What follows belongs to an exercise in optimizing a design on an open flow for small area; a production flow would make more cautious choices.
In this exercise RTL edits were held to simulation tests only and were not proved equivalent to the original.

==> module PrimeCounter, before the edit <==
module PrimeCounter(clk, Reset_n, En, Act, Phi, Pnext, TC, P0);
	input clk, Reset_n, En;
	input Act;	 
	input [6:1] Phi;
	output [6:1] Pnext;	 
	output reg TC;
	output reg P0;
	wire wrap = Act & Phi[6] & Phi[4] & Phi[3] & ~Phi[2] & Phi[1] & P0;	 
	wire step = Reset_n & ~wrap & En;
	assign Pnext = step ? {Phi[5:1], P0} : 6'd0;
	always @(posedge clk) begin
		if (!Reset_n) begin
			P0 <= 1'b0;
			TC <= 1'b0;
		end else if (wrap) begin
			P0 <= 1'b0;
			TC <= 1'b1;
		end else if (En) begin
			P0 <= ~(Phi[6] ^ Phi[2]);
			TC <= 1'b0;
		end
	end
endmodule
==> module PrimeStateMachine, before the edit <==
module PrimeStateMachine(clk, KEYS, Done, sRST, state, next, F);
	input clk;
	input [3:0] KEYS;
	input Done;
	output reg sRST;
	output reg [1:0] state;
	output reg [1:0] next;
	output reg F;
	reg sKEY;
	always @(*) begin
		next = state;
		if (!sRST) next = 2'b00;
		else case (state)
			2'b00: if (!sKEY) next = 2'b01;
			2'b01: if (!sKEY) next = 2'b11;
			2'b11: if (Done) next = 2'b10;
			default: ;
		endcase
	end
	always @(posedge clk) begin
		sRST <= KEYS[3];
		sKEY <= (next == 2'b00) ? KEYS[0] : KEYS[1];
		state <= next;
		F <= (next == state) & sRST;
	end
endmodule
==> module primeFinder, before the edit <==
module primeFinder(clk, SW, KEYS, LEDR, HEX0, HEX1, HEX2, HEX3, HEX4, HEX5);
	input clk;
	input [9:0] SW;
	input [3:0] KEYS;
	output [9:0] LEDR;
	output [6:0] HEX0, HEX1, HEX2, HEX3, HEX4, HEX5;
	wire sRST, F, TC, P0;
	wire [1:0] state, next;
	wire [6:1] Pnext;
	reg [9:0] X, Y, Z;
	wire load_lo = ~state[1] & ~state[0];
	wire load_hi = ~state[1] & state[0];
	wire calc = state[1] & state[0];
	wire show = state[1] & ~state[0];
	wire done = TC & Y[9] & Y[8] & Y[7] & Y[6] & Y[5] & Y[2] & Y[1] & Y[0];
	PrimeStateMachine SM_0(.clk(clk), .KEYS(KEYS), .Done(done), .sRST(sRST), .state(state),
		.next(next), .F(F));
	PrimeCounter CalculationTime(.clk(clk), .Reset_n(KEYS[3]), .En(calc), .Act(state[1]), .Phi(Z[5:0]),
		.Pnext(Pnext), .TC(TC), .P0(P0));
	always @(posedge clk) begin
		Z[9:6] <= SW[9:6];
		Z[5:0] <= next[1] ? Pnext : SW[5:0];
		X <= (load_hi & F) ? Z : show ? 10'd868 : 10'd0;
		if (load_lo) Y <= F ? Z : 10'd0;
		else if (load_hi & ~F) Y <= Z;
		else if (calc) Y <= (F & sRST) ? Y + {9'd0, TC} : 10'd0;
		else if (show) Y <= 10'd56;
	end
	assign LEDR[0] = load_lo;
	assign LEDR[1] = load_hi;
	assign LEDR[2] = calc;
	assign LEDR[3] = show;
	assign LEDR[7:4] = 4'b0000;
	assign LEDR[8] = TC;
	assign LEDR[9] = calc;
	SevenSegment Display_0(.hi(X), .lo(Y), .disp0(HEX0), .disp1(HEX1), .disp2(HEX2),
		.disp3(HEX3), .disp4(HEX4), .disp5(HEX5));
endmodule
==> flow/config.mk <==
export PLATFORM = sky130hd
export DESIGN_NAME = primeFinder
export DESIGN_NICKNAME = primeFinder
export VERILOG_FILES = /design/flow/design.v
export SDC_FILE = /design/flow/constraint.sdc
export NUM_CORES = 4
export LEC_CHECK = 0
export ABC_AREA = 1
export ABC_CLOCK_PERIOD_IN_PS = 25000
export CAP_MARGIN = 20
export CORE_MARGIN = 2
export CORE_UTILIZATION = 40
export SLEW_MARGIN = 20
==> flow/constraint.sdc <==
create_clock -name core_clock -period 25.0 [get_ports {clk}]
set_input_delay 5.0000 -clock core_clock [delete_from_list [all_inputs] [get_ports {clk}]]
set_output_delay 5.0000 -clock core_clock [all_outputs]
set_load 0.01 [all_outputs]
standard.sh (not shown) runs the stock make flow with config.mk's settings and CLKGATE_MAP_FILE= SYNTH_SCRIPT=/design/flow/synth_recipe.tcl, a recipe that flattens the netlist after the stock synthesis.
==> flow/flow/run.sh <==
#!/bin/bash
# Standard synthesis, then the combinational logic is re-mapped for area
# (flip-flops untouched), then the standard layout from floorplan on, with
# the smallest buffer on the ports. Each tool's output goes to its own log here.
set -euo pipefail
HERE=$(pwd)
R=$HERE/orfs/results/$FLOW_PLATFORM/primeFinder/base
bash standard.sh synth > std_synth.log 2>&1
cp $R/1_2_yosys.v $HERE/1_2_yosys.std.v
export RS_LIB=$FLOW_HOME/platforms/sky130hd/lib/sky130_fd_sc_hd__tt_025C_1v80.lib
export RS_SCRIPT=$HERE/flow/area.abc
export RS_IN=$HERE/1_2_yosys.std.v
export RS_OUT=$HERE/1_2_yosys.rs.v
export RS_STAT=$HERE/resynth_stat.txt
export RS_DONT_USE="$(cat $HERE/flow/dont_use.txt)"
yosys -c $HERE/flow/resynth.tcl > resynth.log 2>&1
cp $RS_OUT $R/1_2_yosys.v
rm -f $R/1_synth.odb $R/1_synth.sdc
bash standard.sh BUFFER_PORTS_ARGS="-buffer_cell sky130_fd_sc_hd__buf_1" CTS_ARGS="-sink_clustering_enable -sink_clustering_size 64 -sink_clustering_max_diameter 500 -buf_list sky130_fd_sc_hd__clkbuf_4 -root_buf sky130_fd_sc_hd__clkbuf_4 -dont_use_dummy_load -repair_clock_nets" finish > std_finish.log 2>&1
Other scripts of this flow, unchanged in this note and not shown: flow/flow/area.abc, flow/flow/dont_use.txt, flow/flow/resynth.tcl
Then changed:
--- a/flow/design.v
+++ b/flow/design.v
@@ -1,38 +1,33 @@
-module PrimeCounter(clk, Reset_n, En, Act, Phi, Pnext, TC, P0);
+module PrimeCounter(clk, Reset_n, En, TC);
 	input clk, Reset_n, En;
-	input Act;	 
-	input [6:1] Phi;
-	output [6:1] Pnext;	 
 	output reg TC;
-	output reg P0;
-	wire wrap = Act & Phi[6] & Phi[4] & Phi[3] & ~Phi[2] & Phi[1] & P0;	 
-	wire step = Reset_n & ~wrap & En;
-	assign Pnext = step ? {Phi[5:1], P0} : 6'd0;
+	reg [6:0] P;
+	wire wrap = P[6] & P[5] & P[1] & P[0];	 
 	always @(posedge clk) begin
 		if (!Reset_n) begin
-			P0 <= 1'b0;
+			P <= 7'd0;
 			TC <= 1'b0;
 		end else if (wrap) begin
-			P0 <= 1'b0;
+			P <= 7'd0;
 			TC <= 1'b1;
 		end else if (En) begin
-			P0 <= ~(Phi[6] ^ Phi[2]);
+			P <= P + 7'd1;
 			TC <= 1'b0;
 		end
 	end
 endmodule
-module PrimeStateMachine(clk, KEYS, Done, sRST, state, next, F);
+module PrimeStateMachine(clk, KEYS, Done, sRST, state, F);
 	input clk;
 	input [3:0] KEYS;
 	input Done;
 	output reg sRST;
 	output reg [1:0] state;
-	output reg [1:0] next;
 	output reg F;
 	reg sKEY;
+	reg [1:0] next;
 	always @(*) begin
 		next = state;
 		if (!sRST) next = 2'b00;
 		else case (state)
 			2'b00: if (!sKEY) next = 2'b01;
 			2'b01: if (!sKEY) next = 2'b11;
@@ -41,13 +36,13 @@
 		endcase
 	end
 	always @(posedge clk) begin
 		sRST <= KEYS[3];
 		sKEY <= (next == 2'b00) ? KEYS[0] : KEYS[1];
 		state <= next;
-		F <= (next == state) & sRST;
+		F <= (next == state);
 	end
 endmodule
 module SevenSegment(hi, lo, disp0, disp1, disp2, disp3, disp4, disp5);
 	input [9:0] hi, lo;
 	output [6:0] disp0, disp1, disp2, disp3, disp4, disp5;
 	function [3:0] add3(input [3:0] d);
@@ -108,31 +103,26 @@
 module primeFinder(clk, SW, KEYS, LEDR, HEX0, HEX1, HEX2, HEX3, HEX4, HEX5);
 	input clk;
 	input [9:0] SW;
 	input [3:0] KEYS;
 	output [9:0] LEDR;
 	output [6:0] HEX0, HEX1, HEX2, HEX3, HEX4, HEX5;
-	wire sRST, F, TC, P0;
-	wire [1:0] state, next;
-	wire [6:1] Pnext;
+	wire sRST, F, TC;
+	wire [1:0] state;
 	reg [9:0] X, Y, Z;
 	wire load_lo = ~state[1] & ~state[0];
 	wire load_hi = ~state[1] & state[0];
 	wire calc = state[1] & state[0];
 	wire show = state[1] & ~state[0];
 	wire done = TC & Y[9] & Y[8] & Y[7] & Y[6] & Y[5] & Y[2] & Y[1] & Y[0];
-	PrimeStateMachine SM_0(.clk(clk), .KEYS(KEYS), .Done(done), .sRST(sRST), .state(state),
-		.next(next), .F(F));
-	PrimeCounter CalculationTime(.clk(clk), .Reset_n(KEYS[3]), .En(calc), .Act(state[1]), .Phi(Z[5:0]),
-		.Pnext(Pnext), .TC(TC), .P0(P0));
+	PrimeStateMachine SM_0(.clk(clk), .KEYS(KEYS), .Done(done), .sRST(sRST), .state(state), .F(F));
+	PrimeCounter CalculationTime(.clk(clk), .Reset_n(KEYS[3]), .En(calc), .TC(TC));
 	always @(posedge clk) begin
-		Z[9:6] <= SW[9:6];
-		Z[5:0] <= next[1] ? Pnext : SW[5:0];
+		Z <= sRST ? SW : 10'd0;
 		X <= (load_hi & F) ? Z : show ? 10'd868 : 10'd0;
-		if (load_lo) Y <= F ? Z : 10'd0;
-		else if (load_hi & ~F) Y <= Z;
+		if (load_lo | (load_hi & ~F)) Y <= Z;
 		else if (calc) Y <= (F & sRST) ? Y + {9'd0, TC} : 10'd0;
 		else if (show) Y <= 10'd56;
 	end
 	assign LEDR[0] = load_lo;
 	assign LEDR[1] = load_hi;
 	assign LEDR[2] = calc;
What happened:
- utilization goes down by 0.58 points
- worst hold slack improves by 0.037 ns
- final area goes up by 3.6%
- synthesized cell count goes up by 1.6%
- wire length goes up by 1.8%
- non-clock buffer count goes down by 1
- first-iteration DRC count goes down by 3.7%
- global-route usage goes down by 0.38 points
- via count goes up by 1.5%
- clock skew goes down by 0.018 ns

afterwards: timing with drivers on the ports:
Ports are ideal in the flow. The routed layouts listed here were re-timed in OpenROAD.
Step 1 sets driving cells, clkbuf_16 on the clock port and buf_2 on the other inputs (assumed; they add their load-dependent delay and slew).
Step 2, shift: input delay + t, output delay - t, t = (earliest + latest rising clock arrival at the registers) / 2. This alone moves slack from input paths to output paths.
Three values: ideal ports, drivers, drivers and shift; two values: the first two.
run | shift t [ns] | setup slack, ns | worst setup path after step 2 | pins driven straight from the clock port
the first run | 0.354 | 4.776 / 4.753 / 5.107 | register to output | 1
the second run | 0.361 | 3.925 / 3.902 / 4.263 | register to output | 1
After both steps every run listed still meets setup and hold.
